Background: an optimization exercise with open tools, aiming at small area. Do not read the settings as production practice.
Only the layout flow was run in this run; the RTL was not checked for function there.
No activity file was given, so power comes from the tool's default toggle rates.

[design/flow/constraint.sdc]
create_clock -name core_clock -period 14.0 [get_ports {clk}]
set_input_delay 2.8000 -clock core_clock [delete_from_list [all_inputs] [get_ports {clk}]]
set_output_delay 2.8000 -clock core_clock [all_outputs]
set_load 0.01 [all_outputs]
[design/flow/config.mk]
export PLATFORM = sky130hd
export DESIGN_NAME = lif_neuron
export DESIGN_NICKNAME = lif_neuron
export VERILOG_FILES = /design/flow/design.v
export SDC_FILE = /design/flow/constraint.sdc
export NUM_CORES = 4
export LEC_CHECK = 0
export CAP_MARGIN = 20
export CORE_MARGIN = 2
export CORE_UTILIZATION = 40
export SLEW_MARGIN = 20
export SYNTH_HIERARCHICAL = 1
export SYNTH_MINIMUM_KEEP_SIZE = 0
[design/flow/flow/run.sh]
#!/bin/bash
# Standard ORFS layout (the standard.sh: standard synthesis, floorplan,
# placement, CTS, routing), with one change: the buffers that buffer_ports
# puts on every input and output port are the smallest plain buffer
# (sky130_fd_sc_hd__buf_1) instead of the cell the resizer picks by default.
set -euo pipefail
cd "$(dirname "$0")/.."
bash standard.sh "BUFFER_PORTS_ARGS=-buffer_cell sky130_fd_sc_hd__buf_1" finish > make_finish.log 2>&1
[design/flow/design.v]
module lif_neuron (
    input  wire        clk,
    input  wire        rst,
    input  wire [15:0] threshold,
    input  wire [15:0] leak_rate,
    input  wire [7:0]  refractory,
    input  wire        leaky_enable,
    input  wire        reset_on_spike,
    input  wire [15:0] input_neuron_id,
    input  wire [7:0]  synapse_weight,
    input  wire        spike_in_valid,
    output wire        spike_in_ready,
    output reg  [15:0] output_neuron_id,
    output reg         spike_out_valid,
    input  wire        spike_out_ready,
    input  wire [15:0] neuron_id,
    output reg  [15:0] membrane_potential,
    output wire        in_refractory,
    output reg  [7:0]  refract_counter
);
    localparam S_IDLE = 2'd0, S_INT = 2'd1, S_SPK = 2'd2, S_REF = 2'd3;
    wire [15:0] membrane = membrane_potential;
    wire [7:0]  cnt = refract_counter;
    reg  [1:0]  state;
    wire is_ref  = |cnt;
    wire st_idle = (state == S_IDLE);
    wire st_int  = (state == S_INT);
    wire st_spk  = (state == S_SPK);
    wire st_ref  = (state == S_REF);
    wire fire = st_spk & spike_out_ready;           
    wire leak = st_idle & leaky_enable;
    wire [14:0] leak_res;
    lif_leak u_leak (.m(membrane[14:0]), .l(leak_rate), .y(leak_res));
    wire [15:0] addend = ({16{st_int}} & {{8{synapse_weight[7]}}, synapse_weight})
                       | ({16{fire}} & ~threshold);
    wire [15:0] sum;
    wire [16:0] ac;
    assign ac[0] = fire;
    genvar gi;
    generate
        for (gi = 0; gi < 16; gi = gi + 1) begin : g_add
            lif_fa u_fa (.a(membrane[gi]), .b(addend[gi]), .c(ac[gi]), .s(sum[gi]), .co(ac[gi + 1]));
        end
    endgenerate
    wire clr = rst | (leak & membrane[15]) | (fire & reset_on_spike);
    wire [15:0] m_next = clr ? 16'd0 : leak ? {1'b0, leak_res} : sum;
    wire [16:0] gc;
    assign gc[0] = 1'b1;
    generate
        for (gi = 0; gi < 16; gi = gi + 1) begin : g_cmp
            if (gi == 15) begin : g_top
                assign gc[gi + 1] = (~membrane[gi] & threshold[gi]) | (~membrane[gi] & gc[gi]) | (threshold[gi] & gc[gi]);
            end else begin : g_low
                assign gc[gi + 1] = (membrane[gi] & ~threshold[gi]) | (membrane[gi] & gc[gi]) | (~threshold[gi] & gc[gi]);
            end
        end
    endgenerate
    wire ge = gc[16];
    assign spike_in_ready = !is_ref && !st_spk;
    always @(posedge clk) begin
        membrane_potential <= m_next;
        if (rst) begin
            state <= S_IDLE;
            refract_counter <= 8'd0;
            spike_out_valid <= 1'b0;
            output_neuron_id <= 16'd0;
        end else begin
            spike_out_valid <= st_spk & !spike_out_ready;
            if (fire)
                refract_counter <= refractory;
            else
                refract_counter <= cnt - {7'd0, is_ref};
            if (st_int & ge)
                output_neuron_id <= neuron_id;
            case (state)
                S_IDLE: if (spike_in_valid) state <= S_INT;
                S_INT:  state <= ge ? S_SPK : S_IDLE;
                S_SPK:  if (spike_out_ready) state <= S_REF;
                S_REF:  if (!is_ref) state <= S_IDLE;
            endcase
        end
    end
    assign in_refractory = is_ref;
endmodule
module lif_leak (
    input  wire [14:0] m,
    input  wire [15:0] l,
    output wire [14:0] y
);
    wire pp_0_0 = ~(m[0] & l[0]);
    wire pp_0_1 = ~(m[0] & l[1]);
    wire pp_0_2 = ~(m[0] & l[2]);
    wire pp_0_3 = ~(m[0] & l[3]);
    wire pp_0_4 = ~(m[0] & l[4]);
    wire pp_0_5 = ~(m[0] & l[5]);
    wire pp_0_6 = ~(m[0] & l[6]);
    wire pp_0_7 = ~(m[0] & l[7]);
    wire pp_0_8 = ~(m[0] & l[8]);
    wire pp_0_9 = ~(m[0] & l[9]);
    wire pp_0_10 = ~(m[0] & l[10]);
    wire pp_0_11 = ~(m[0] & l[11]);
    wire pp_0_12 = ~(m[0] & l[12]);
    wire pp_0_13 = ~(m[0] & l[13]);
    wire pp_0_14 = ~(m[0] & l[14]);
    wire pp_0_15 = ~(m[0] & l[15]);
    wire pp_1_0 = ~(m[1] & l[0]);
    wire pp_1_1 = ~(m[1] & l[1]);
    wire pp_1_2 = ~(m[1] & l[2]);
    wire pp_1_3 = ~(m[1] & l[3]);
    wire pp_1_4 = ~(m[1] & l[4]);
    wire pp_1_5 = ~(m[1] & l[5]);
    wire pp_1_6 = ~(m[1] & l[6]);
    wire pp_1_7 = ~(m[1] & l[7]);
    wire pp_1_8 = ~(m[1] & l[8]);
    wire pp_1_9 = ~(m[1] & l[9]);
    wire pp_1_10 = ~(m[1] & l[10]);
    wire pp_1_11 = ~(m[1] & l[11]);
    wire pp_1_12 = ~(m[1] & l[12]);
    wire pp_1_13 = ~(m[1] & l[13]);
    wire pp_1_14 = ~(m[1] & l[14]);
    wire pp_1_15 = ~(m[1] & l[15]);
    wire pp_2_0 = ~(m[2] & l[0]);
    wire pp_2_1 = ~(m[2] & l[1]);
    wire pp_2_2 = ~(m[2] & l[2]);
    wire pp_2_3 = ~(m[2] & l[3]);
    wire pp_2_4 = ~(m[2] & l[4]);
    wire pp_2_5 = ~(m[2] & l[5]);
    wire pp_2_6 = ~(m[2] & l[6]);
    wire pp_2_7 = ~(m[2] & l[7]);
    wire pp_2_8 = ~(m[2] & l[8]);
    wire pp_2_9 = ~(m[2] & l[9]);
    wire pp_2_10 = ~(m[2] & l[10]);
    wire pp_2_11 = ~(m[2] & l[11]);
    wire pp_2_12 = ~(m[2] & l[12]);
    wire pp_2_13 = ~(m[2] & l[13]);
    wire pp_2_14 = ~(m[2] & l[14]);
    wire pp_2_15 = ~(m[2] & l[15]);
    wire pp_3_0 = ~(m[3] & l[0]);
    wire pp_3_1 = ~(m[3] & l[1]);
    wire pp_3_2 = ~(m[3] & l[2]);
    wire pp_3_3 = ~(m[3] & l[3]);
    wire pp_3_4 = ~(m[3] & l[4]);
    wire pp_3_5 = ~(m[3] & l[5]);
    wire pp_3_6 = ~(m[3] & l[6]);
    wire pp_3_7 = ~(m[3] & l[7]);
    wire pp_3_8 = ~(m[3] & l[8]);
    wire pp_3_9 = ~(m[3] & l[9]);
    wire pp_3_10 = ~(m[3] & l[10]);
    wire pp_3_11 = ~(m[3] & l[11]);
    wire pp_3_12 = ~(m[3] & l[12]);
    wire pp_3_13 = ~(m[3] & l[13]);
    wire pp_3_14 = ~(m[3] & l[14]);
    wire pp_3_15 = ~(m[3] & l[15]);
    wire pp_4_0 = ~(m[4] & l[0]);
    wire pp_4_1 = ~(m[4] & l[1]);
    wire pp_4_2 = ~(m[4] & l[2]);
    wire pp_4_3 = ~(m[4] & l[3]);
    wire pp_4_4 = ~(m[4] & l[4]);
    wire pp_4_5 = ~(m[4] & l[5]);
    wire pp_4_6 = ~(m[4] & l[6]);
    wire pp_4_7 = ~(m[4] & l[7]);
    wire pp_4_8 = ~(m[4] & l[8]);
    wire pp_4_9 = ~(m[4] & l[9]);
    wire pp_4_10 = ~(m[4] & l[10]);
    wire pp_4_11 = ~(m[4] & l[11]);
    wire pp_4_12 = ~(m[4] & l[12]);
    wire pp_4_13 = ~(m[4] & l[13]);
    wire pp_4_14 = ~(m[4] & l[14]);
    wire pp_4_15 = ~(m[4] & l[15]);
    wire pp_5_0 = ~(m[5] & l[0]);
    wire pp_5_1 = ~(m[5] & l[1]);
    wire pp_5_2 = ~(m[5] & l[2]);
    wire pp_5_3 = ~(m[5] & l[3]);
    wire pp_5_4 = ~(m[5] & l[4]);
    wire pp_5_5 = ~(m[5] & l[5]);
    wire pp_5_6 = ~(m[5] & l[6]);
    wire pp_5_7 = ~(m[5] & l[7]);
    wire pp_5_8 = ~(m[5] & l[8]);
    wire pp_5_9 = ~(m[5] & l[9]);
    wire pp_5_10 = ~(m[5] & l[10]);
    wire pp_5_11 = ~(m[5] & l[11]);
    wire pp_5_12 = ~(m[5] & l[12]);
    wire pp_5_13 = ~(m[5] & l[13]);
    wire pp_5_14 = ~(m[5] & l[14]);
    wire pp_5_15 = ~(m[5] & l[15]);
    wire pp_6_0 = ~(m[6] & l[0]);
    wire pp_6_1 = ~(m[6] & l[1]);
    wire pp_6_2 = ~(m[6] & l[2]);
    wire pp_6_3 = ~(m[6] & l[3]);
    wire pp_6_4 = ~(m[6] & l[4]);
    wire pp_6_5 = ~(m[6] & l[5]);
    wire pp_6_6 = ~(m[6] & l[6]);
    wire pp_6_7 = ~(m[6] & l[7]);
    wire pp_6_8 = ~(m[6] & l[8]);
    wire pp_6_9 = ~(m[6] & l[9]);
    wire pp_6_10 = ~(m[6] & l[10]);
    wire pp_6_11 = ~(m[6] & l[11]);
    wire pp_6_12 = ~(m[6] & l[12]);
    wire pp_6_13 = ~(m[6] & l[13]);
    wire pp_6_14 = ~(m[6] & l[14]);
    wire pp_6_15 = ~(m[6] & l[15]);
    wire pp_7_0 = ~(m[7] & l[0]);
    wire pp_7_1 = ~(m[7] & l[1]);
    wire pp_7_2 = ~(m[7] & l[2]);
    wire pp_7_3 = ~(m[7] & l[3]);
    wire pp_7_4 = ~(m[7] & l[4]);
    wire pp_7_5 = ~(m[7] & l[5]);
    wire pp_7_6 = ~(m[7] & l[6]);
    wire pp_7_7 = ~(m[7] & l[7]);
    wire pp_7_8 = ~(m[7] & l[8]);
    wire pp_7_9 = ~(m[7] & l[9]);
    wire pp_7_10 = ~(m[7] & l[10]);
    wire pp_7_11 = ~(m[7] & l[11]);
    wire pp_7_12 = ~(m[7] & l[12]);
    wire pp_7_13 = ~(m[7] & l[13]);
    wire pp_7_14 = ~(m[7] & l[14]);
    wire pp_7_15 = ~(m[7] & l[15]);
    wire pp_8_0 = ~(m[8] & l[0]);
    wire pp_8_1 = ~(m[8] & l[1]);
    wire pp_8_2 = ~(m[8] & l[2]);
    wire pp_8_3 = ~(m[8] & l[3]);
    wire pp_8_4 = ~(m[8] & l[4]);
    wire pp_8_5 = ~(m[8] & l[5]);
    wire pp_8_6 = ~(m[8] & l[6]);
    wire pp_8_7 = ~(m[8] & l[7]);
    wire pp_8_8 = ~(m[8] & l[8]);
    wire pp_8_9 = ~(m[8] & l[9]);
    wire pp_8_10 = ~(m[8] & l[10]);
    wire pp_8_11 = ~(m[8] & l[11]);
    wire pp_8_12 = ~(m[8] & l[12]);
    wire pp_8_13 = ~(m[8] & l[13]);
    wire pp_8_14 = ~(m[8] & l[14]);
    wire pp_8_15 = ~(m[8] & l[15]);
    wire pp_9_0 = ~(m[9] & l[0]);
    wire pp_9_1 = ~(m[9] & l[1]);
    wire pp_9_2 = ~(m[9] & l[2]);
    wire pp_9_3 = ~(m[9] & l[3]);
    wire pp_9_4 = ~(m[9] & l[4]);
    wire pp_9_5 = ~(m[9] & l[5]);
    wire pp_9_6 = ~(m[9] & l[6]);
    wire pp_9_7 = ~(m[9] & l[7]);
    wire pp_9_8 = ~(m[9] & l[8]);
    wire pp_9_9 = ~(m[9] & l[9]);
    wire pp_9_10 = ~(m[9] & l[10]);
    wire pp_9_11 = ~(m[9] & l[11]);
    wire pp_9_12 = ~(m[9] & l[12]);
    wire pp_9_13 = ~(m[9] & l[13]);
    wire pp_9_14 = ~(m[9] & l[14]);
    wire pp_9_15 = ~(m[9] & l[15]);
    wire pp_10_0 = ~(m[10] & l[0]);
    wire pp_10_1 = ~(m[10] & l[1]);
    wire pp_10_2 = ~(m[10] & l[2]);
    wire pp_10_3 = ~(m[10] & l[3]);
    wire pp_10_4 = ~(m[10] & l[4]);
    wire pp_10_5 = ~(m[10] & l[5]);
    wire pp_10_6 = ~(m[10] & l[6]);
    wire pp_10_7 = ~(m[10] & l[7]);
    wire pp_10_8 = ~(m[10] & l[8]);
    wire pp_10_9 = ~(m[10] & l[9]);
    wire pp_10_10 = ~(m[10] & l[10]);
    wire pp_10_11 = ~(m[10] & l[11]);
    wire pp_10_12 = ~(m[10] & l[12]);
    wire pp_10_13 = ~(m[10] & l[13]);
    wire pp_10_14 = ~(m[10] & l[14]);
    wire pp_10_15 = ~(m[10] & l[15]);
    wire pp_11_0 = ~(m[11] & l[0]);
    wire pp_11_1 = ~(m[11] & l[1]);
    wire pp_11_2 = ~(m[11] & l[2]);
    wire pp_11_3 = ~(m[11] & l[3]);
    wire pp_11_4 = ~(m[11] & l[4]);
    wire pp_11_5 = ~(m[11] & l[5]);
    wire pp_11_6 = ~(m[11] & l[6]);
    wire pp_11_7 = ~(m[11] & l[7]);
    wire pp_11_8 = ~(m[11] & l[8]);
    wire pp_11_9 = ~(m[11] & l[9]);
    wire pp_11_10 = ~(m[11] & l[10]);
    wire pp_11_11 = ~(m[11] & l[11]);
    wire pp_11_12 = ~(m[11] & l[12]);
    wire pp_11_13 = ~(m[11] & l[13]);
    wire pp_11_14 = ~(m[11] & l[14]);
    wire pp_11_15 = ~(m[11] & l[15]);
    wire pp_12_0 = ~(m[12] & l[0]);
    wire pp_12_1 = ~(m[12] & l[1]);
    wire pp_12_2 = ~(m[12] & l[2]);
    wire pp_12_3 = ~(m[12] & l[3]);
    wire pp_12_4 = ~(m[12] & l[4]);
    wire pp_12_5 = ~(m[12] & l[5]);
    wire pp_12_6 = ~(m[12] & l[6]);
    wire pp_12_7 = ~(m[12] & l[7]);
    wire pp_12_8 = ~(m[12] & l[8]);
    wire pp_12_9 = ~(m[12] & l[9]);
    wire pp_12_10 = ~(m[12] & l[10]);
    wire pp_12_11 = ~(m[12] & l[11]);
    wire pp_12_12 = ~(m[12] & l[12]);
    wire pp_12_13 = ~(m[12] & l[13]);
    wire pp_12_14 = ~(m[12] & l[14]);
    wire pp_12_15 = ~(m[12] & l[15]);
    wire pp_13_0 = ~(m[13] & l[0]);
    wire pp_13_1 = ~(m[13] & l[1]);
    wire pp_13_2 = ~(m[13] & l[2]);
    wire pp_13_3 = ~(m[13] & l[3]);
    wire pp_13_4 = ~(m[13] & l[4]);
    wire pp_13_5 = ~(m[13] & l[5]);
    wire pp_13_6 = ~(m[13] & l[6]);
    wire pp_13_7 = ~(m[13] & l[7]);
    wire pp_13_8 = ~(m[13] & l[8]);
    wire pp_13_9 = ~(m[13] & l[9]);
    wire pp_13_10 = ~(m[13] & l[10]);
    wire pp_13_11 = ~(m[13] & l[11]);
    wire pp_13_12 = ~(m[13] & l[12]);
    wire pp_13_13 = ~(m[13] & l[13]);
    wire pp_13_14 = ~(m[13] & l[14]);
    wire pp_13_15 = ~(m[13] & l[15]);
    wire pp_14_0 = ~(m[14] & l[0]);
    wire pp_14_1 = ~(m[14] & l[1]);
    wire pp_14_2 = ~(m[14] & l[2]);
    wire pp_14_3 = ~(m[14] & l[3]);
    wire pp_14_4 = ~(m[14] & l[4]);
    wire pp_14_5 = ~(m[14] & l[5]);
    wire pp_14_6 = ~(m[14] & l[6]);
    wire pp_14_7 = ~(m[14] & l[7]);
    wire pp_14_8 = ~(m[14] & l[8]);
    wire pp_14_9 = ~(m[14] & l[9]);
    wire pp_14_10 = ~(m[14] & l[10]);
    wire pp_14_11 = ~(m[14] & l[11]);
    wire pp_14_12 = ~(m[14] & l[12]);
    wire pp_14_13 = ~(m[14] & l[13]);
    wire pp_14_14 = ~(m[14] & l[14]);
    wire pp_14_15 = ~(m[14] & l[15]);
    wire hs1 = ~(pp_0_13 ^ pp_1_12);
    wire hc2 = pp_0_13 | pp_1_12;
    wire fs3, fc4;
    lif_fa u_fs3 (.a(pp_0_14), .b(pp_1_13), .c(pp_2_12), .s(fs3), .co(fc4));
    wire hs5 = ~(pp_3_11 ^ pp_4_10);
    wire hc6 = pp_3_11 | pp_4_10;
    wire fs7, fc8;
    lif_fa u_fs7 (.a(pp_0_15), .b(pp_1_14), .c(pp_2_13), .s(fs7), .co(fc8));
    wire fs9, fc10;
    lif_fa u_fs9 (.a(pp_3_12), .b(pp_4_11), .c(pp_5_10), .s(fs9), .co(fc10));
    wire fs11, fc12;
    lif_fa u_fs11 (.a(m[0]), .b(pp_1_15), .c(pp_2_14), .s(fs11), .co(fc12));
    wire fs13, fc14;
    lif_fa u_fs13 (.a(pp_3_13), .b(pp_4_12), .c(pp_5_11), .s(fs13), .co(fc14));
    wire fs15, fc16;
    lif_fa u_fs15 (.a(m[1]), .b(pp_2_15), .c(pp_3_14), .s(fs15), .co(fc16));
    wire hs17 = ~(pp_4_13 ^ pp_5_12);
    wire hc18 = pp_4_13 | pp_5_12;
    wire fs19, fc20;
    lif_fa u_fs19 (.a(m[2]), .b(pp_3_15), .c(pp_4_14), .s(fs19), .co(fc20));
    wire hs21 = ~(pp_0_9 ^ pp_1_8);
    wire hc22 = pp_0_9 | pp_1_8;
    wire fs23, fc24;
    lif_fa u_fs23 (.a(pp_0_10), .b(pp_1_9), .c(pp_2_8), .s(fs23), .co(fc24));
    wire hs25 = ~(pp_3_7 ^ pp_4_6);
    wire hc26 = pp_3_7 | pp_4_6;
    wire fs27, fc28;
    lif_fa u_fs27 (.a(pp_0_11), .b(pp_1_10), .c(pp_2_9), .s(fs27), .co(fc28));
    wire fs29, fc30;
    lif_fa u_fs29 (.a(pp_3_8), .b(pp_4_7), .c(pp_5_6), .s(fs29), .co(fc30));
    wire hs31 = ~(pp_6_5 ^ pp_7_4);
    wire hc32 = pp_6_5 | pp_7_4;
    wire fs33, fc34;
    lif_fa u_fs33 (.a(pp_0_12), .b(pp_1_11), .c(pp_2_10), .s(fs33), .co(fc34));
    wire fs35, fc36;
    lif_fa u_fs35 (.a(pp_3_9), .b(pp_4_8), .c(pp_5_7), .s(fs35), .co(fc36));
    wire fs37, fc38;
    lif_fa u_fs37 (.a(pp_6_6), .b(pp_7_5), .c(pp_8_4), .s(fs37), .co(fc38));
    wire hs39 = ~(pp_9_3 ^ pp_10_2);
    wire hc40 = pp_9_3 | pp_10_2;
    wire fs41, fc42;
    lif_fa u_fs41 (.a(pp_2_11), .b(pp_3_10), .c(pp_4_9), .s(fs41), .co(fc42));
    wire fs43, fc44;
    lif_fa u_fs43 (.a(pp_5_8), .b(pp_6_7), .c(pp_7_6), .s(fs43), .co(fc44));
    wire fs45, fc46;
    lif_fa u_fs45 (.a(pp_8_5), .b(pp_9_4), .c(pp_10_3), .s(fs45), .co(fc46));
    wire fs47, fc48;
    lif_fa u_fs47 (.a(pp_11_2), .b(pp_12_1), .c(pp_13_0), .s(fs47), .co(fc48));
    wire fs49, fc50;
    lif_fa u_fs49 (.a(pp_5_9), .b(pp_6_8), .c(pp_7_7), .s(fs49), .co(fc50));
    wire fs51, fc52;
    lif_fa u_fs51 (.a(pp_8_6), .b(pp_9_5), .c(pp_10_4), .s(fs51), .co(fc52));
    wire fs53, fc54;
    lif_fa u_fs53 (.a(pp_11_3), .b(pp_12_2), .c(pp_13_1), .s(fs53), .co(fc54));
    wire fs55, fc56;
    lif_fa u_fs55 (.a(pp_14_0), .b(hs5), .c(hc2), .s(fs55), .co(fc56));
    wire fs57, fc58;
    lif_fa u_fs57 (.a(pp_6_9), .b(pp_7_8), .c(pp_8_7), .s(fs57), .co(fc58));
    wire fs59, fc60;
    lif_fa u_fs59 (.a(pp_9_6), .b(pp_10_5), .c(pp_11_4), .s(fs59), .co(fc60));
    wire fs61, fc62;
    lif_fa u_fs61 (.a(pp_12_3), .b(pp_13_2), .c(pp_14_1), .s(fs61), .co(fc62));
    wire fs63, fc64;
    lif_fa u_fs63 (.a(hc6), .b(fs7), .c(fs9), .s(fs63), .co(fc64));
    wire fs65, fc66;
    lif_fa u_fs65 (.a(pp_6_10), .b(pp_7_9), .c(pp_8_8), .s(fs65), .co(fc66));
    wire fs67, fc68;
    lif_fa u_fs67 (.a(pp_9_7), .b(pp_10_6), .c(pp_11_5), .s(fs67), .co(fc68));
    wire fs69, fc70;
    lif_fa u_fs69 (.a(pp_12_4), .b(pp_13_3), .c(pp_14_2), .s(fs69), .co(fc70));
    wire fs71, fc72;
    lif_fa u_fs71 (.a(fs11), .b(fs13), .c(fc8), .s(fs71), .co(fc72));
    wire fs73, fc74;
    lif_fa u_fs73 (.a(pp_6_11), .b(pp_7_10), .c(pp_8_9), .s(fs73), .co(fc74));
    wire fs75, fc76;
    lif_fa u_fs75 (.a(pp_9_8), .b(pp_10_7), .c(pp_11_6), .s(fs75), .co(fc76));
    wire fs77, fc78;
    lif_fa u_fs77 (.a(pp_12_5), .b(pp_13_4), .c(pp_14_3), .s(fs77), .co(fc78));
    wire fs79, fc80;
    lif_fa u_fs79 (.a(hs17), .b(fs15), .c(fc12), .s(fs79), .co(fc80));
    wire fs81, fc82;
    lif_fa u_fs81 (.a(pp_5_13), .b(pp_6_12), .c(pp_7_11), .s(fs81), .co(fc82));
    wire fs83, fc84;
    lif_fa u_fs83 (.a(pp_8_10), .b(pp_9_9), .c(pp_10_8), .s(fs83), .co(fc84));
    wire fs85, fc86;
    lif_fa u_fs85 (.a(pp_11_7), .b(pp_12_6), .c(pp_13_5), .s(fs85), .co(fc86));
    wire fs87, fc88;
    lif_fa u_fs87 (.a(pp_14_4), .b(hc18), .c(fs19), .s(fs87), .co(fc88));
    wire fs89, fc90;
    lif_fa u_fs89 (.a(m[3]), .b(pp_4_15), .c(pp_5_14), .s(fs89), .co(fc90));
    wire fs91, fc92;
    lif_fa u_fs91 (.a(pp_6_13), .b(pp_7_12), .c(pp_8_11), .s(fs91), .co(fc92));
    wire fs93, fc94;
    lif_fa u_fs93 (.a(pp_9_10), .b(pp_10_9), .c(pp_11_8), .s(fs93), .co(fc94));
    wire fs95, fc96;
    lif_fa u_fs95 (.a(pp_12_7), .b(pp_13_6), .c(pp_14_5), .s(fs95), .co(fc96));
    wire fs97, fc98;
    lif_fa u_fs97 (.a(m[4]), .b(pp_5_15), .c(pp_6_14), .s(fs97), .co(fc98));
    wire fs99, fc100;
    lif_fa u_fs99 (.a(pp_7_13), .b(pp_8_12), .c(pp_9_11), .s(fs99), .co(fc100));
    wire fs101, fc102;
    lif_fa u_fs101 (.a(pp_10_10), .b(pp_11_9), .c(pp_12_8), .s(fs101), .co(fc102));
    wire fs103, fc104;
    lif_fa u_fs103 (.a(m[5]), .b(pp_6_15), .c(pp_7_14), .s(fs103), .co(fc104));
    wire fs105, fc106;
    lif_fa u_fs105 (.a(pp_8_13), .b(pp_9_12), .c(pp_10_11), .s(fs105), .co(fc106));
    wire fs107, fc108;
    lif_fa u_fs107 (.a(m[6]), .b(pp_7_15), .c(pp_8_14), .s(fs107), .co(fc108));
    wire hs109 = ~(pp_0_6 ^ pp_1_5);
    wire hc110 = pp_0_6 | pp_1_5;
    wire fs111, fc112;
    lif_fa u_fs111 (.a(pp_0_7), .b(pp_1_6), .c(pp_2_5), .s(fs111), .co(fc112));
    wire hs113 = ~(pp_3_4 ^ pp_4_3);
    wire hc114 = pp_3_4 | pp_4_3;
    wire fs115, fc116;
    lif_fa u_fs115 (.a(pp_0_8), .b(pp_1_7), .c(pp_2_6), .s(fs115), .co(fc116));
    wire fs117, fc118;
    lif_fa u_fs117 (.a(pp_3_5), .b(pp_4_4), .c(pp_5_3), .s(fs117), .co(fc118));
    wire hs119 = ~(pp_6_2 ^ pp_7_1);
    wire hc120 = pp_6_2 | pp_7_1;
    wire fs121, fc122;
    lif_fa u_fs121 (.a(pp_2_7), .b(pp_3_6), .c(pp_4_5), .s(fs121), .co(fc122));
    wire fs123, fc124;
    lif_fa u_fs123 (.a(pp_5_4), .b(pp_6_3), .c(pp_7_2), .s(fs123), .co(fc124));
    wire fs125, fc126;
    lif_fa u_fs125 (.a(pp_8_1), .b(pp_9_0), .c(hs21), .s(fs125), .co(fc126));
    wire fs127, fc128;
    lif_fa u_fs127 (.a(pp_5_5), .b(pp_6_4), .c(pp_7_3), .s(fs127), .co(fc128));
    wire fs129, fc130;
    lif_fa u_fs129 (.a(pp_8_2), .b(pp_9_1), .c(pp_10_0), .s(fs129), .co(fc130));
    wire fs131, fc132;
    lif_fa u_fs131 (.a(hs25), .b(hc22), .c(fs23), .s(fs131), .co(fc132));
    wire fs133, fc134;
    lif_fa u_fs133 (.a(pp_8_3), .b(pp_9_2), .c(pp_10_1), .s(fs133), .co(fc134));
    wire fs135, fc136;
    lif_fa u_fs135 (.a(pp_11_0), .b(hs31), .c(hc26), .s(fs135), .co(fc136));
    wire fs137, fc138;
    lif_fa u_fs137 (.a(fs27), .b(fs29), .c(fc24), .s(fs137), .co(fc138));
    wire fs139, fc140;
    lif_fa u_fs139 (.a(pp_11_1), .b(pp_12_0), .c(hs39), .s(fs139), .co(fc140));
    wire fs141, fc142;
    lif_fa u_fs141 (.a(hc32), .b(fs33), .c(fs35), .s(fs141), .co(fc142));
    wire fs143, fc144;
    lif_fa u_fs143 (.a(fs37), .b(fc28), .c(fc30), .s(fs143), .co(fc144));
    wire fs145, fc146;
    lif_fa u_fs145 (.a(hs1), .b(hc40), .c(fs41), .s(fs145), .co(fc146));
    wire fs147, fc148;
    lif_fa u_fs147 (.a(fs43), .b(fs45), .c(fs47), .s(fs147), .co(fc148));
    wire fs149, fc150;
    lif_fa u_fs149 (.a(fc34), .b(fc36), .c(fc38), .s(fs149), .co(fc150));
    wire fs151, fc152;
    lif_fa u_fs151 (.a(fs3), .b(fs49), .c(fs51), .s(fs151), .co(fc152));
    wire fs153, fc154;
    lif_fa u_fs153 (.a(fs53), .b(fc42), .c(fc44), .s(fs153), .co(fc154));
    wire fs155, fc156;
    lif_fa u_fs155 (.a(fc46), .b(fc48), .c(fs55), .s(fs155), .co(fc156));
    wire fs157, fc158;
    lif_fa u_fs157 (.a(fc4), .b(fs57), .c(fs59), .s(fs157), .co(fc158));
    wire fs159, fc160;
    lif_fa u_fs159 (.a(fs61), .b(fc50), .c(fc52), .s(fs159), .co(fc160));
    wire fs161, fc162;
    lif_fa u_fs161 (.a(fc54), .b(fc56), .c(fs63), .s(fs161), .co(fc162));
    wire fs163, fc164;
    lif_fa u_fs163 (.a(fc10), .b(fs65), .c(fs67), .s(fs163), .co(fc164));
    wire fs165, fc166;
    lif_fa u_fs165 (.a(fs69), .b(fc58), .c(fc60), .s(fs165), .co(fc166));
    wire fs167, fc168;
    lif_fa u_fs167 (.a(fc62), .b(fs71), .c(fc64), .s(fs167), .co(fc168));
    wire fs169, fc170;
    lif_fa u_fs169 (.a(fc14), .b(fs73), .c(fs75), .s(fs169), .co(fc170));
    wire fs171, fc172;
    lif_fa u_fs171 (.a(fs77), .b(fc66), .c(fc68), .s(fs171), .co(fc172));
    wire fs173, fc174;
    lif_fa u_fs173 (.a(fc70), .b(fs79), .c(fc72), .s(fs173), .co(fc174));
    wire fs175, fc176;
    lif_fa u_fs175 (.a(fc16), .b(fs81), .c(fs83), .s(fs175), .co(fc176));
    wire fs177, fc178;
    lif_fa u_fs177 (.a(fs85), .b(fc74), .c(fc76), .s(fs177), .co(fc178));
    wire fs179, fc180;
    lif_fa u_fs179 (.a(fc78), .b(fs87), .c(fc80), .s(fs179), .co(fc180));
    wire fs181, fc182;
    lif_fa u_fs181 (.a(fc20), .b(fs89), .c(fs91), .s(fs181), .co(fc182));
    wire fs183, fc184;
    lif_fa u_fs183 (.a(fs93), .b(fs95), .c(fc82), .s(fs183), .co(fc184));
    wire fs185, fc186;
    lif_fa u_fs185 (.a(fc84), .b(fc86), .c(fc88), .s(fs185), .co(fc186));
    wire fs187, fc188;
    lif_fa u_fs187 (.a(pp_13_7), .b(pp_14_6), .c(fs97), .s(fs187), .co(fc188));
    wire fs189, fc190;
    lif_fa u_fs189 (.a(fs99), .b(fs101), .c(fc90), .s(fs189), .co(fc190));
    wire fs191, fc192;
    lif_fa u_fs191 (.a(fc92), .b(fc94), .c(fc96), .s(fs191), .co(fc192));
    wire fs193, fc194;
    lif_fa u_fs193 (.a(pp_11_10), .b(pp_12_9), .c(pp_13_8), .s(fs193), .co(fc194));
    wire fs195, fc196;
    lif_fa u_fs195 (.a(pp_14_7), .b(fs103), .c(fs105), .s(fs195), .co(fc196));
    wire fs197, fc198;
    lif_fa u_fs197 (.a(fc98), .b(fc100), .c(fc102), .s(fs197), .co(fc198));
    wire fs199, fc200;
    lif_fa u_fs199 (.a(pp_9_13), .b(pp_10_12), .c(pp_11_11), .s(fs199), .co(fc200));
    wire fs201, fc202;
    lif_fa u_fs201 (.a(pp_12_10), .b(pp_13_9), .c(pp_14_8), .s(fs201), .co(fc202));
    wire fs203, fc204;
    lif_fa u_fs203 (.a(fs107), .b(fc104), .c(fc106), .s(fs203), .co(fc204));
    wire fs205, fc206;
    lif_fa u_fs205 (.a(m[7]), .b(pp_8_15), .c(pp_9_14), .s(fs205), .co(fc206));
    wire fs207, fc208;
    lif_fa u_fs207 (.a(pp_10_13), .b(pp_11_12), .c(pp_12_11), .s(fs207), .co(fc208));
    wire fs209, fc210;
    lif_fa u_fs209 (.a(pp_13_10), .b(pp_14_9), .c(fc108), .s(fs209), .co(fc210));
    wire fs211, fc212;
    lif_fa u_fs211 (.a(m[8]), .b(pp_9_15), .c(pp_10_14), .s(fs211), .co(fc212));
    wire fs213, fc214;
    lif_fa u_fs213 (.a(pp_11_13), .b(pp_12_12), .c(pp_13_11), .s(fs213), .co(fc214));
    wire fs215, fc216;
    lif_fa u_fs215 (.a(m[9]), .b(pp_10_15), .c(pp_11_14), .s(fs215), .co(fc216));
    wire hs217 = ~(pp_0_4 ^ pp_1_3);
    wire hc218 = pp_0_4 | pp_1_3;
    wire fs219, fc220;
    lif_fa u_fs219 (.a(pp_0_5), .b(pp_1_4), .c(pp_2_3), .s(fs219), .co(fc220));
    wire hs221 = ~(pp_3_2 ^ pp_4_1);
    wire hc222 = pp_3_2 | pp_4_1;
    wire fs223, fc224;
    lif_fa u_fs223 (.a(pp_2_4), .b(pp_3_3), .c(pp_4_2), .s(fs223), .co(fc224));
    wire fs225, fc226;
    lif_fa u_fs225 (.a(pp_5_1), .b(pp_6_0), .c(hs109), .s(fs225), .co(fc226));
    wire fs227, fc228;
    lif_fa u_fs227 (.a(pp_5_2), .b(pp_6_1), .c(pp_7_0), .s(fs227), .co(fc228));
    wire fs229, fc230;
    lif_fa u_fs229 (.a(hs113), .b(hc110), .c(fs111), .s(fs229), .co(fc230));
    wire fs231, fc232;
    lif_fa u_fs231 (.a(pp_8_0), .b(hs119), .c(hc114), .s(fs231), .co(fc232));
    wire fs233, fc234;
    lif_fa u_fs233 (.a(fs115), .b(fs117), .c(fc112), .s(fs233), .co(fc234));
    wire fs235, fc236;
    lif_fa u_fs235 (.a(hc120), .b(fs121), .c(fs123), .s(fs235), .co(fc236));
    wire fs237, fc238;
    lif_fa u_fs237 (.a(fc116), .b(fc118), .c(fs125), .s(fs237), .co(fc238));
    wire fs239, fc240;
    lif_fa u_fs239 (.a(fs127), .b(fs129), .c(fc122), .s(fs239), .co(fc240));
    wire fs241, fc242;
    lif_fa u_fs241 (.a(fc124), .b(fc126), .c(fs131), .s(fs241), .co(fc242));
    wire fs243, fc244;
    lif_fa u_fs243 (.a(fs133), .b(fc128), .c(fc130), .s(fs243), .co(fc244));
    wire fs245, fc246;
    lif_fa u_fs245 (.a(fs135), .b(fs137), .c(fc132), .s(fs245), .co(fc246));
    wire fs247, fc248;
    lif_fa u_fs247 (.a(fc134), .b(fs139), .c(fc136), .s(fs247), .co(fc248));
    wire fs249, fc250;
    lif_fa u_fs249 (.a(fs141), .b(fs143), .c(fc138), .s(fs249), .co(fc250));
    wire fs251, fc252;
    lif_fa u_fs251 (.a(fc140), .b(fs145), .c(fs147), .s(fs251), .co(fc252));
    wire fs253, fc254;
    lif_fa u_fs253 (.a(fs149), .b(fc142), .c(fc144), .s(fs253), .co(fc254));
    wire fs255, fc256;
    lif_fa u_fs255 (.a(fs151), .b(fs153), .c(fc146), .s(fs255), .co(fc256));
    wire fs257, fc258;
    lif_fa u_fs257 (.a(fc148), .b(fc150), .c(fs155), .s(fs257), .co(fc258));
    wire fs259, fc260;
    lif_fa u_fs259 (.a(fs157), .b(fs159), .c(fc152), .s(fs259), .co(fc260));
    wire fs261, fc262;
    lif_fa u_fs261 (.a(fc154), .b(fc156), .c(fs161), .s(fs261), .co(fc262));
    wire fs263, fc264;
    lif_fa u_fs263 (.a(fs163), .b(fs165), .c(fc158), .s(fs263), .co(fc264));
    wire fs265, fc266;
    lif_fa u_fs265 (.a(fc160), .b(fs167), .c(fc162), .s(fs265), .co(fc266));
    wire fs267, fc268;
    lif_fa u_fs267 (.a(fs169), .b(fs171), .c(fc164), .s(fs267), .co(fc268));
    wire fs269, fc270;
    lif_fa u_fs269 (.a(fc166), .b(fs173), .c(fc168), .s(fs269), .co(fc270));
    wire fs271, fc272;
    lif_fa u_fs271 (.a(fs175), .b(fs177), .c(fc170), .s(fs271), .co(fc272));
    wire fs273, fc274;
    lif_fa u_fs273 (.a(fc172), .b(fs179), .c(fc174), .s(fs273), .co(fc274));
    wire fs275, fc276;
    lif_fa u_fs275 (.a(fs181), .b(fs183), .c(fc176), .s(fs275), .co(fc276));
    wire fs277, fc278;
    lif_fa u_fs277 (.a(fc178), .b(fs185), .c(fc180), .s(fs277), .co(fc278));
    wire fs279, fc280;
    lif_fa u_fs279 (.a(fs187), .b(fs189), .c(fs191), .s(fs279), .co(fc280));
    wire fs281, fc282;
    lif_fa u_fs281 (.a(fc182), .b(fc184), .c(fc186), .s(fs281), .co(fc282));
    wire fs283, fc284;
    lif_fa u_fs283 (.a(fs193), .b(fs195), .c(fs197), .s(fs283), .co(fc284));
    wire fs285, fc286;
    lif_fa u_fs285 (.a(fc188), .b(fc190), .c(fc192), .s(fs285), .co(fc286));
    wire fs287, fc288;
    lif_fa u_fs287 (.a(fs199), .b(fs201), .c(fc194), .s(fs287), .co(fc288));
    wire fs289, fc290;
    lif_fa u_fs289 (.a(fs203), .b(fc196), .c(fc198), .s(fs289), .co(fc290));
    wire fs291, fc292;
    lif_fa u_fs291 (.a(fs205), .b(fs207), .c(fc200), .s(fs291), .co(fc292));
    wire fs293, fc294;
    lif_fa u_fs293 (.a(fc202), .b(fs209), .c(fc204), .s(fs293), .co(fc294));
    wire fs295, fc296;
    lif_fa u_fs295 (.a(pp_14_10), .b(fs211), .c(fs213), .s(fs295), .co(fc296));
    wire fs297, fc298;
    lif_fa u_fs297 (.a(fc206), .b(fc208), .c(fc210), .s(fs297), .co(fc298));
    wire fs299, fc300;
    lif_fa u_fs299 (.a(pp_12_13), .b(pp_13_12), .c(pp_14_11), .s(fs299), .co(fc300));
    wire fs301, fc302;
    lif_fa u_fs301 (.a(fs215), .b(fc212), .c(fc214), .s(fs301), .co(fc302));
    wire fs303, fc304;
    lif_fa u_fs303 (.a(m[10]), .b(pp_11_15), .c(pp_12_14), .s(fs303), .co(fc304));
    wire fs305, fc306;
    lif_fa u_fs305 (.a(pp_13_13), .b(pp_14_12), .c(fc216), .s(fs305), .co(fc306));
    wire fs307, fc308;
    lif_fa u_fs307 (.a(m[11]), .b(pp_12_15), .c(pp_13_14), .s(fs307), .co(fc308));
    wire hs309 = ~(pp_0_3 ^ pp_1_2);
    wire hc310 = pp_0_3 | pp_1_2;
    wire fs311, fc312;
    lif_fa u_fs311 (.a(pp_2_2), .b(pp_3_1), .c(pp_4_0), .s(fs311), .co(fc312));
    wire fs313, fc314;
    lif_fa u_fs313 (.a(pp_5_0), .b(hs221), .c(hc218), .s(fs313), .co(fc314));
    wire fs315, fc316;
    lif_fa u_fs315 (.a(hc222), .b(fs223), .c(fc220), .s(fs315), .co(fc316));
    wire fs317, fc318;
    lif_fa u_fs317 (.a(fs227), .b(fc224), .c(fc226), .s(fs317), .co(fc318));
    wire fs319, fc320;
    lif_fa u_fs319 (.a(fc228), .b(fs231), .c(fs233), .s(fs319), .co(fc320));
    wire fs321, fc322;
    lif_fa u_fs321 (.a(fc232), .b(fs235), .c(fc234), .s(fs321), .co(fc322));
    wire fs323, fc324;
    lif_fa u_fs323 (.a(fs239), .b(fc236), .c(fc238), .s(fs323), .co(fc324));
    wire fs325, fc326;
    lif_fa u_fs325 (.a(fs243), .b(fc240), .c(fs245), .s(fs325), .co(fc326));
    wire fs327, fc328;
    lif_fa u_fs327 (.a(fc244), .b(fs247), .c(fs249), .s(fs327), .co(fc328));
    wire fs329, fc330;
    lif_fa u_fs329 (.a(fc248), .b(fs251), .c(fs253), .s(fs329), .co(fc330));
    wire fs331, fc332;
    lif_fa u_fs331 (.a(fs255), .b(fc252), .c(fc254), .s(fs331), .co(fc332));
    wire fs333, fc334;
    lif_fa u_fs333 (.a(fs259), .b(fc256), .c(fc258), .s(fs333), .co(fc334));
    wire fs335, fc336;
    lif_fa u_fs335 (.a(fs263), .b(fc260), .c(fs265), .s(fs335), .co(fc336));
    wire fs337, fc338;
    lif_fa u_fs337 (.a(fs267), .b(fc264), .c(fs269), .s(fs337), .co(fc338));
    wire fs339, fc340;
    lif_fa u_fs339 (.a(fs271), .b(fc268), .c(fs273), .s(fs339), .co(fc340));
    wire fs341, fc342;
    lif_fa u_fs341 (.a(fs275), .b(fc272), .c(fs277), .s(fs341), .co(fc342));
    wire fs343, fc344;
    lif_fa u_fs343 (.a(fs279), .b(fc276), .c(fs281), .s(fs343), .co(fc344));
    wire fs345, fc346;
    lif_fa u_fs345 (.a(fs283), .b(fs285), .c(fc280), .s(fs345), .co(fc346));
    wire fs347, fc348;
    lif_fa u_fs347 (.a(fs287), .b(fs289), .c(fc284), .s(fs347), .co(fc348));
    wire fs349, fc350;
    lif_fa u_fs349 (.a(fs291), .b(fc288), .c(fs293), .s(fs349), .co(fc350));
    wire fs351, fc352;
    lif_fa u_fs351 (.a(fs295), .b(fc292), .c(fs297), .s(fs351), .co(fc352));
    wire fs353, fc354;
    lif_fa u_fs353 (.a(fs299), .b(fs301), .c(fc296), .s(fs353), .co(fc354));
    wire fs355, fc356;
    lif_fa u_fs355 (.a(fs303), .b(fc300), .c(fs305), .s(fs355), .co(fc356));
    wire fs357, fc358;
    lif_fa u_fs357 (.a(pp_14_13), .b(fs307), .c(fc304), .s(fs357), .co(fc358));
    wire fs359, fc360;
    lif_fa u_fs359 (.a(m[12]), .b(pp_13_15), .c(pp_14_14), .s(fs359), .co(fc360));
    wire hs361 = ~(pp_0_2 ^ pp_1_1);
    wire hc362 = pp_0_2 | pp_1_1;
    wire fs363, fc364;
    lif_fa u_fs363 (.a(pp_2_1), .b(pp_3_0), .c(hs309), .s(fs363), .co(fc364));
    wire fs365, fc366;
    lif_fa u_fs365 (.a(hs217), .b(hc310), .c(fs311), .s(fs365), .co(fc366));
    wire fs367, fc368;
    lif_fa u_fs367 (.a(fs219), .b(fc312), .c(fs313), .s(fs367), .co(fc368));
    wire fs369, fc370;
    lif_fa u_fs369 (.a(fs225), .b(fc314), .c(fs315), .s(fs369), .co(fc370));
    wire fs371, fc372;
    lif_fa u_fs371 (.a(fs229), .b(fc316), .c(fs317), .s(fs371), .co(fc372));
    wire fs373, fc374;
    lif_fa u_fs373 (.a(fc230), .b(fc318), .c(fs319), .s(fs373), .co(fc374));
    wire fs375, fc376;
    lif_fa u_fs375 (.a(fs237), .b(fs321), .c(fc320), .s(fs375), .co(fc376));
    wire fs377, fc378;
    lif_fa u_fs377 (.a(fs241), .b(fc322), .c(fs323), .s(fs377), .co(fc378));
    wire fs379, fc380;
    lif_fa u_fs379 (.a(fc242), .b(fc324), .c(fs325), .s(fs379), .co(fc380));
    wire fs381, fc382;
    lif_fa u_fs381 (.a(fc246), .b(fs327), .c(fc326), .s(fs381), .co(fc382));
    wire fs383, fc384;
    lif_fa u_fs383 (.a(fc250), .b(fs329), .c(fc328), .s(fs383), .co(fc384));
    wire fs385, fc386;
    lif_fa u_fs385 (.a(fs257), .b(fs331), .c(fc330), .s(fs385), .co(fc386));
    wire fs387, fc388;
    lif_fa u_fs387 (.a(fs261), .b(fc332), .c(fs333), .s(fs387), .co(fc388));
    wire fs389, fc390;
    lif_fa u_fs389 (.a(fc262), .b(fc334), .c(fs335), .s(fs389), .co(fc390));
    wire fs391, fc392;
    lif_fa u_fs391 (.a(fc266), .b(fs337), .c(fc336), .s(fs391), .co(fc392));
    wire fs393, fc394;
    lif_fa u_fs393 (.a(fc270), .b(fs339), .c(fc338), .s(fs393), .co(fc394));
    wire fs395, fc396;
    lif_fa u_fs395 (.a(fc274), .b(fs341), .c(fc340), .s(fs395), .co(fc396));
    wire fs397, fc398;
    lif_fa u_fs397 (.a(fc278), .b(fs343), .c(fc342), .s(fs397), .co(fc398));
    wire fs399, fc400;
    lif_fa u_fs399 (.a(fc282), .b(fs345), .c(fc344), .s(fs399), .co(fc400));
    wire fs401, fc402;
    lif_fa u_fs401 (.a(fc286), .b(fs347), .c(fc346), .s(fs401), .co(fc402));
    wire fs403, fc404;
    lif_fa u_fs403 (.a(fc290), .b(fs349), .c(fc348), .s(fs403), .co(fc404));
    wire fs405, fc406;
    lif_fa u_fs405 (.a(fc294), .b(fs351), .c(fc350), .s(fs405), .co(fc406));
    wire fs407, fc408;
    lif_fa u_fs407 (.a(fc298), .b(fs353), .c(fc352), .s(fs407), .co(fc408));
    wire fs409, fc410;
    lif_fa u_fs409 (.a(fc302), .b(fs355), .c(fc354), .s(fs409), .co(fc410));
    wire fs411, fc412;
    lif_fa u_fs411 (.a(fc306), .b(fs357), .c(fc356), .s(fs411), .co(fc412));
    wire fs413, fc414;
    lif_fa u_fs413 (.a(fc308), .b(fs359), .c(fc358), .s(fs413), .co(fc414));
    wire fs415, fc416;
    lif_fa u_fs415 (.a(m[13]), .b(pp_14_15), .c(fc360), .s(fs415), .co(fc416));
    wire lc417 = (pp_0_0 & 1'b1) | (pp_0_0 & 1'b1) | (1'b1 & 1'b1);
    wire lc418 = (pp_0_1 & pp_1_0) | (pp_0_1 & lc417) | (pp_1_0 & lc417);
    wire lc419 = (pp_2_0 & hs361) | (pp_2_0 & lc418) | (hs361 & lc418);
    wire lc420 = (fs363 & hc362) | (fs363 & lc419) | (hc362 & lc419);
    wire lc421 = (fs365 & fc364) | (fs365 & lc420) | (fc364 & lc420);
    wire lc422 = (fs367 & fc366) | (fs367 & lc421) | (fc366 & lc421);
    wire lc423 = (fs369 & fc368) | (fs369 & lc422) | (fc368 & lc422);
    wire lc424 = (fs371 & fc370) | (fs371 & lc423) | (fc370 & lc423);
    wire lc425 = (fs373 & fc372) | (fs373 & lc424) | (fc372 & lc424);
    wire lc426 = (fs375 & fc374) | (fs375 & lc425) | (fc374 & lc425);
    wire lc427 = (fs377 & fc376) | (fs377 & lc426) | (fc376 & lc426);
    wire lc428 = (fs379 & fc378) | (fs379 & lc427) | (fc378 & lc427);
    wire lc429 = (fs381 & fc380) | (fs381 & lc428) | (fc380 & lc428);
    wire lc430 = (fs383 & fc382) | (fs383 & lc429) | (fc382 & lc429);
    wire lc431 = (fs385 & fc384) | (fs385 & lc430) | (fc384 & lc430);
    wire lc432 = (fs387 & fc386) | (fs387 & lc431) | (fc386 & lc431);
    wire hc433;
    lif_fa u_hc433 (.a(fs389), .b(fc388), .c(lc432), .s(y[0]), .co(hc433));
    wire hc434;
    lif_fa u_hc434 (.a(fs391), .b(fc390), .c(hc433), .s(y[1]), .co(hc434));
    wire hc435;
    lif_fa u_hc435 (.a(fs393), .b(fc392), .c(hc434), .s(y[2]), .co(hc435));
    wire hc436;
    lif_fa u_hc436 (.a(fs395), .b(fc394), .c(hc435), .s(y[3]), .co(hc436));
    wire hc437;
    lif_fa u_hc437 (.a(fs397), .b(fc396), .c(hc436), .s(y[4]), .co(hc437));
    wire hc438;
    lif_fa u_hc438 (.a(fs399), .b(fc398), .c(hc437), .s(y[5]), .co(hc438));
    wire hc439;
    lif_fa u_hc439 (.a(fs401), .b(fc400), .c(hc438), .s(y[6]), .co(hc439));
    wire hc440;
    lif_fa u_hc440 (.a(fs403), .b(fc402), .c(hc439), .s(y[7]), .co(hc440));
    wire hc441;
    lif_fa u_hc441 (.a(fs405), .b(fc404), .c(hc440), .s(y[8]), .co(hc441));
    wire hc442;
    lif_fa u_hc442 (.a(fs407), .b(fc406), .c(hc441), .s(y[9]), .co(hc442));
    wire hc443;
    lif_fa u_hc443 (.a(fs409), .b(fc408), .c(hc442), .s(y[10]), .co(hc443));
    wire hc444;
    lif_fa u_hc444 (.a(fs411), .b(fc410), .c(hc443), .s(y[11]), .co(hc444));
    wire hc445;
    lif_fa u_hc445 (.a(fs413), .b(fc412), .c(hc444), .s(y[12]), .co(hc445));
    wire hc446;
    lif_fa u_hc446 (.a(fs415), .b(fc414), .c(hc445), .s(y[13]), .co(hc446));
    assign y[14] = (m[14] ^ fc416 ^ hc446);
endmodule
module lif_fa (
    input  wire a,
    input  wire b,
    input  wire c,
    output wire s,
    output wire co
);
    assign s = a ^ b ^ c;
    assign co = (a & b) | (a & c) | (b & c);
endmodule
[design/flow/standard.sh]
#!/bin/bash
# synth_recipe.tcl (not shown) runs the flow's synth.tcl, then flattens the netlist and writes it again
# the make line also repeats each setting of config.mk as NAME=value (left out here)
make -C /OpenROAD-flow-scripts/flow DESIGN_CONFIG=/design/flow/config.mk WORK_HOME=/design/flow/orfs CLKGATE_MAP_FILE= SYNTH_SCRIPT=/design/flow/synth_recipe.tcl "${@:-finish}"
==> impl_metrics.yaml <==
run_status:
  status: "no timing/DRC/antenna violations"
logic_synthesis:
  synth_edf_count: 0
  synth_cell_types: 54
  async_flop_share_pct: 0
  synth-seq-cells: 43
  synthesis.area_um2: 8340
  synth_cells: 846
  syn_nets: 1172
  yosysSeqAreaShare_pct: 10.3
  ys.flop_type: "dfxtp_1"
  synth_area_per_cell_um2: 9.86
  ys.warnings.count: 7
clocking:
  cts_buffers: 5
  path_clk_slew_ps: 70
  postCtsSetupBuffers: 0
  cts_max_path_buffers: 2
  cts_tree: "done"
  clock_latency_ps: 290
  cts_max_level: 2
  ctsRootBufferMaster: "clkbuf_16"
  hold_buffers: 0
  cts_resized: 0
  cts.sinks: 43
timing:
  hold_viol: 0
  timing.fmax_mhz: 78.3
  worst_slew_pin_slew_ps: 984
  drv_slew: 0
  min_period_ps: 12770
  finalCritPeriodShare_pct: 91.2
  finClkSkew_ps: 7.26
  relSlewSlack_pct: 34.4
  final.setup.tns_ps: 0
  setup_viol_count_final: 0
  rsz0062_at_grt: "false"
floorplanning:
  start_util_pct: 41.0
  pin_count: 129
  die-area_um2: 22000
  fp.dieW_um: 148
  rows: 52
  fp.coreArea_um2: 20400
  die_height_um: 148
global_routing:
  antenna_found_initial: 0
  gr-usage-all-layers_pct: 21.8
  grt_remaining_overflow: 0
  grt_pass1_vias: 7142
  grt_first_pass_wirelength_um: 37400
  grt_max_degree: 45
placed_design:
  gp_congestion: 0.825
  io_buffers: 112
  hpwl_um: 18000
worst_setup_path:
  path_class: "in -> reg"
  critPathMaxStageDelay_ps: 560
  cp-end-kind: "register"
  crit_slowest_cell: "fa_1"
  crit_path_start_kind: "input port"
  cp.arrival_ps: 12960
  required_ps: 14200
  crit_fanout: 8
  worst_path_most_repeated_cell: "fa_1"
power_and_ir_drop:
  static-leakage-power_nw: 2.71
  power_density_nw_per_um2: 237
  peakVddDrop_mv: 0.199
  finalPower_mw: 2.21
flow_run:
  cap_violations: 0
finish:
  fill_cells: 2019
  diodes: 0
  layout-drive-gt1-share_pct: 5.36
  area_growth_pct: 11.9
  fin_nets: 1276
route:
  vias: 6375
  via_per_inst: 5.22
  drtIter0Drc: 298
  wl_um: 22700
  wl_per_cell_um: 18.6
  ant_nets: 0
  drc: 0
  firstDrtPassIters: 5
hold_path:
  hold_path_class: "reg -> reg"
-- path summary, 6_finish.rpt --
check                                      startpoint                      to  slack (ps)  cells after the start
worst max-delay path                     leak_rate[8]  membrane_potential[14]        1230                     29
worst min-delay path              output_neuron_id[4]     output_neuron_id[4]         470                      2
worst max register to register  membrane_potential[8]  membrane_potential[14]        3360                     29
worst min register to register    output_neuron_id[4]     output_neuron_id[4]         470                      2
-- stage by stage --
step	hold slack, ps	worst slack (ps)	instances	instance area, um2	utilization, %
after floorplan	493	1640	846	8340	-
after global placement	459	868	1213	9150	44.9
after detailed placement	465	846	1213	9150	44.9
after CTS	476	1140	1221	9340	45.8
after global routing	490	737	1221	9340	45.8
final	472	1230	1221	9340	45.8
-- power breakdown --
| part | switching [mW] | internal (mW) |
|---|---|---|
| clock | 0.0486 | 0.102 |
| sequential | 0.0435 | 0.154 |
| combinational | 1.01 | 0.854 |
-- worst max-delay path, delay by kind of cell --
kind / cells / cell delay, ps
AND/OR/NAND/NOR: 3 / 340
AO/OA/AOI/OAI: 4 / 1010
adder cells (fa/ha/maj): 19 / 8080
XOR/XNOR: 2 / 320
buffers and inverters: 1 / 420
-- area by class of cell --
type	count	area [um2]	share of cell area, %
Multi-Input combinational cell	707	7090	75.9
Sequential cell	43	861	9.22
Timing Repair Buffer	148	691	7.40
Tap cell	270	338	3.62
Inverter	45	169	1.81
Clock buffer	6	129	1.38
Clock inverter	2	60.1	0.643
-- placed cells by master, fill, tap and decap left out, drive strengths merged, types with 3 or more instances in the layout --
cell | netlist | layout
dfxtp | 43 | 43
mux2i | 16 | 16
fa | 224 | 224
clkbuf | 46 | 6
buf | 5 | 148
nand2b | 40 | 40
nor2 | 17 | 17
o2111ai | 3 | 3
o31ai | 7 | 7
inv | 45 | 45
o21ai | 13 | 13
nor2b | 5 | 5
maj3 | 3 | 3
a31oi | 4 | 4
and2 | 29 | 29
o22a | 4 | 4
a21oi | 20 | 20
ha | 16 | 16
a211oi | 8 | 8
o22ai | 5 | 5
nand2 | 254 | 254
xnor2 | 6 | 6
nand3 | 3 | 3
-- metal layers --
metal / global-route usage (%) / share of wire [%] / vias up
met1: 29.1 / 42 / 3294
met3: 1.90 / 4.1 / 51
met5: 0 / 0 / -
li1: - / - / 2857
met2: 37.7 / 51 / 173
met4: 7.29 / 3.2 / 0
-- registers in the layout, summed over array words and instances, names as in the netlist, named ones only --
name and cells:
membrane_potential 16, spike_out_valid 1, state 1, refract_counter 8
output_neuron_id 16
-- cells in the mapped netlist (4+ instances only) --
library cell	number	area share (%)
mux2i_1	16	1.9
o21ai_0	13	0.78
nor2_1	17	0.76
a211oi_1	8	0.72
nor2b_1	4	0.30
nand2b_1	40	3.0
nand2_1	254	11
o31ai_1	7	0.63
fa_1	224	54
inv_1	45	2.0
dfxtp_1	43	10
clkbuf_1	46	2.1
xnor2_1	6	0.63
o22ai_1	5	0.37
a31oi_1	4	0.30
and2_1	29	2.2
ha_1	16	2.4
a21oi_1	20	1.2
-- logic make-up after synthesis --
| logic type | after synthesis | synth area share (%) |
|---|---|---|
| XOR/XNOR | 7 | 0.735 |
| AO/OA/AOI/OAI | 80 | 6.55 |
| adder cells (fa/ha/maj) | 243 | 56.5 |
| AND/OR/NAND/NOR | 361 | 19.2 |
| buffers and inverters | 96 | 4.71 |
| multiplexers | 16 | 1.92 |
| flip-flops | 43 | 10.3 |
-- modules after synthesis, one instance, submodules excluded --
module      area [um2]  flip-flops and latches  times used  cells inside
lif_fa            20.0                       0         224             1
lif_neuron        2260                      43           1           278
lif_leak          1600                       0           1           344

-- what the ideal ports hide --
The results above use ideal ports. As a check the final layout listed here was re-extracted and re-timed, cells and wires unchanged.
Step 1 sets driving cells, clkbuf_16 on the clock port and buf_2 on the other inputs (assumed; they add their load-dependent delay and slew).
Step 2 adds t to the input delays and takes it off the output delays; t is the mean of the earliest and latest rising clock arrival at the registers after step 1. Input paths then give back, and output paths get back, about the clock's delay inside the block.
Slacks: no drivers / after step 1 / after step 2; pairs: no drivers / after step 1.
t (ns): 0.311
setup WS [ns]: 1.233 / 1.227 / 0.915
worst hold slack (ns): 0.472 / 0.472 / 0.472
clock arrival spread, ns: 0.007 / 0.007
worst data-port slew with drivers (ns): 0.05
After both steps this run still meets setup and hold. For this run, drivers alone change the setup slack by -0.006 ns; drivers and shift together by -0.318 ns.
